Source: an optimization exercise on an open RTL-to-GDS flow (aim: small area, a short achievable clock period and few clock cycles). Production flows keep margins and buffers that such runs may drop.

// cordic_core
module cordic_core(input clk, input rst, input start, input [3:0] func, input [15:0] op1, input [15:0] op2,
    output busy, output done, output [31:0] result);
clock: 12.0 ns
lec_check: 0
abc_area: 1
cap_margin: 20
core_margin: 2
core_utilization: 40
slew_margin: 20
standard.sh (not shown) runs the stock make flow with config.mk's settings and CLKGATE_MAP_FILE= SYNTH_SCRIPT=/design/flow/synth_recipe.tcl, a recipe that flattens the netlist after the stock synthesis.
==> flow/flow/run.sh <==
#!/bin/bash
# Standard synthesis, then the standard layout with repair_timing aiming for a larger setup margin.
set -euo pipefail
bash standard.sh synth > flow_synth.log 2>&1
bash standard.sh SETUP_SLACK_MARGIN=8.5 TNS_END_PERCENT=0 finish > flow_layout.log 2>&1
==> next run, changes <==
--- a/flow/design.v
+++ b/flow/design.v
@@ -1,12 +1,12 @@
 `timescale 1ns / 1ps
 module cordic_core(input clk, input rst, input start, input [3:0] func, input [15:0] op1, input [15:0] op2,
     output busy, output done, output [31:0] result);
     reg busy_r, done_r;
-    reg first;
+    reg prep, first;
     reg [1:0] pst;
     reg [3:0] f;
     reg m_cir, m_asn, m_acs, m_hro, m_hve;
     reg [3:0] cnt;
     reg signed [15:0] x, y, t;
     reg [15:0] z;
     reg r16, rhi;
@@ -54,15 +54,15 @@
                 4'd12: rom = 16'b0000000000001000;
                 4'd13: rom = 16'b0000000000000100;
                 4'd14: rom = 16'b0000000000000010;
                 default: rom = 16'd0;
             endcase
         else
             case(cnt)
-                4'd1: rom = m_hro ? ((zsg == s2) ? 16'h337F : 16'h12CF) : 16'b0010001100100111;
+                4'd1: rom = 16'b0010001100100111;
                 4'd2: rom = 16'b0001000001011000;
                 4'd3: rom = 16'b0000100000001010;
                 4'd4: rom = 16'b0000010000000001;
                 4'd5: rom = 16'b0000001000000000;
                 4'd6: rom = 16'b0000000100000000;
                 4'd7: rom = 16'b0000000010000000;
                 4'd8: rom = 16'b0000000001000000;
@@ -71,18 +71,14 @@
                 4'd11: rom = 16'b0000000000001000;
                 4'd12: rom = 16'b0000000000000100;
                 4'd13: rom = 16'b0000000000000010;
                 4'd14: rom = 16'b0000000000000001;
                 default: rom = 16'd0;
             endcase
     end
-    wire s2 = zsg ? (t < -16'sh2327) : (t < 16'sh2327);
-    wire [15:0] hx = (zsg ^ s2) ? 16'h4600 : 16'h5A00;
-    wire [15:0] hy0 = (zsg ^ s2) ? 16'h1400 : 16'h3C00;
-    wire [15:0] hy = zsg ? -hy0 : hy0;
     wire d0 = ~t[15] & (t != 16'd0);
     wire mc = ({x[1:0], 4'd0} < x[5:0]);
     wire pp1 = (pst == 2'd2);
     wire sub_x = (m_cir & y[15]) | (m_asn & lt) | (m_acs & lt) | (m_hro & zsg) | (m_hve & ypos) | pp1;
     wire sub_y = (m_cir & ~y[15]) | (m_asn & ~lt) | (m_acs & ~lt) | (m_hro & zsg) | (m_hve & ypos);
     wire sub_z = (m_cir & y[15]) | (m_asn & ~lt) | (m_acs & lt) | (m_hro & ~zsg) | (m_hve & ~ypos);
     wire cin_x = pp1 ? ~mc : sub_x;
@@ -103,37 +99,40 @@
     wire [16:0] cb = {xs[15], xs} ^ {17{~lt}};
     wire [16:0] cc = ~{t[15], t};
     wire [16:0] cs_s = ca ^ cb ^ cc;
     wire [16:0] cs_c = (ca & cb) | (ca & cc) | (cb & cc);
     wire [17:0] cs_v = {cs_s, 1'b1} + {cs_c[15:0], 1'b1, ~lt};
     wire lt_next = cs_v[17];
     wire lt_first = d0 ? (t > 16'sh26DD) : (t > -16'sh26DD);
-    wire [15:0] xln = {op1[15:14] + 2'b01, op1[13:0]};
-    wire [15:0] yln = {op1[15:14] - 2'b01, op1[13:0]};
+    wire [15:0] yprep = {x[15:14] - 2'b01, x[13:0]};
     wire last = (f == 4'd0 || f[3:1] == 3'd1) ? (cnt == 4'd13) :
                 ((f == 4'd7 || m_ln) ? (cnt == 4'd14) : (cnt == 4'd15));
     always @(posedge clk)
     begin
         if(rst)
         begin
             busy_r <= 0;
             done_r <= 0;
+            prep <= 0;
             first <= 0;
             pst <= 0;
         end
         else if(!busy_r)
         begin
             if(start)
             begin
                 busy_r <= 1;
                 done_r <= 0;
+                prep <= func[3];
                 first <= 1;
                 pst <= 0;
             end
         end
+        else if(prep)
+            prep <= 0;
         else if(pst != 2'd0)
         begin
             pst <= pst + 2'd1;
             if(pst == 2'd3)
             begin
                 busy_r <= 0;
                 done_r <= 1;
@@ -156,26 +155,32 @@
             end
         end
     end
     always @(posedge clk)
     begin
         if(!busy_r)
         begin
-            x <= func[3] ? xln : op1;
-            y <= func[3] ? yln : op2;
+            x <= op1;
+            y <= op2;
             t <= op1;
             f <= func;
             m_cir <= (func[3:1] == 3'd0);
             m_acs <= (func[3:1] == 3'd1) & ~func[0];
             m_asn <= (func[3:1] == 3'd1) & func[0];
             m_hro <= (func[3:1] == 3'd2) | (func[3:0] == 4'd6);
             m_hve <= (func[3:0] == 4'd7) | func[3];
             zsg <= op1[15];
-            ypos <= func[3] ? (~yln[15] & (yln != 16'd0)) : (~op2[15] & (op2 != 16'd0));
+            ypos <= ~op2[15] & (op2 != 16'd0);
             cnt <= {3'd0, func[3] | func[2]};
+        end
+        else if(prep)
+        begin
+            x <= {x[15:14] + 2'b01, x[13:0]};
+            y <= yprep;
+            ypos <= ~yprep[15] & (yprep != 16'd0);
         end
         else if(pst == 2'd1)
         begin
             y <= x;
             cnt <= 4'd6;
         end
         else if(pst == 2'd2)
@@ -214,24 +219,23 @@
                 else
                     z <= d0 ? 16'h3243 : -16'sh3243;
             end
             else
             begin
                 if(first && m_hro)
                 begin
-                    cnt <= 4'd3;
                     if(f == 4'd5)
                     begin
-                        x <= hy;
-                        y <= hx;
+                        x <= zsg ? -16'sh2800 : 16'sh2800;
+                        y <= 16'h5000;
                     end
                     else
                     begin
-                        x <= hx;
-                        y <= hy;
+                        x <= 16'h5000;
+                        y <= zsg ? -16'sh2800 : 16'sh2800;
                     end
                 end
                 else
                 begin
                     x <= xn[15:0];
                     y <= yn;
                 end
Final cell count fell by 9.4%.
Maximum frequency came out lower by 1.7%.
Clock-buffer cell count is unchanged.
Non-clock buffer count goes down by 27.
Die area falls by 5.3%.
First-iteration DRC count went down by 17%.
Flip-flop and latch count is higher by 1.
Design area shrinks by 9.5%.
Function was not checked in any run of this note: the RTL went through the layout flow alone.

==> afterwards: timing with drivers on the ports <==
The results above use ideal ports. As a check the final layouts listed here were re-extracted and re-timed, cells and wires unchanged.
Step 1: set_driving_cell puts a clkbuf_16 on clk and a buf_2 on each other input, an assumption about the parent block.
Step 2 times the ports against the registers' clock, not the clock port: input delays grow and output delays shrink by t, the midpoint of the rising clock arrivals with the driver on.
a / b / c = ideal ports / drivers / drivers and shift; a / b = the first two.
run | shift t [ns] | setup slack, ns | worst setup path at the end | latest minus earliest clock arrival (ns) | cell pins on the clock port's net
the first run | 0.415 | 8.174 / 8.169 / 7.780 | input to register | 0.010 / 0.009 | 1
the second run | 0.407 | 8.107 / 8.107 / 8.107 | register to register | 0.014 / 0.014 | 1
After both steps every run listed still meets setup and hold. The setup slack of the first run, which loses most, moves by -0.005 ns with the drivers and by -0.394 ns with both steps.
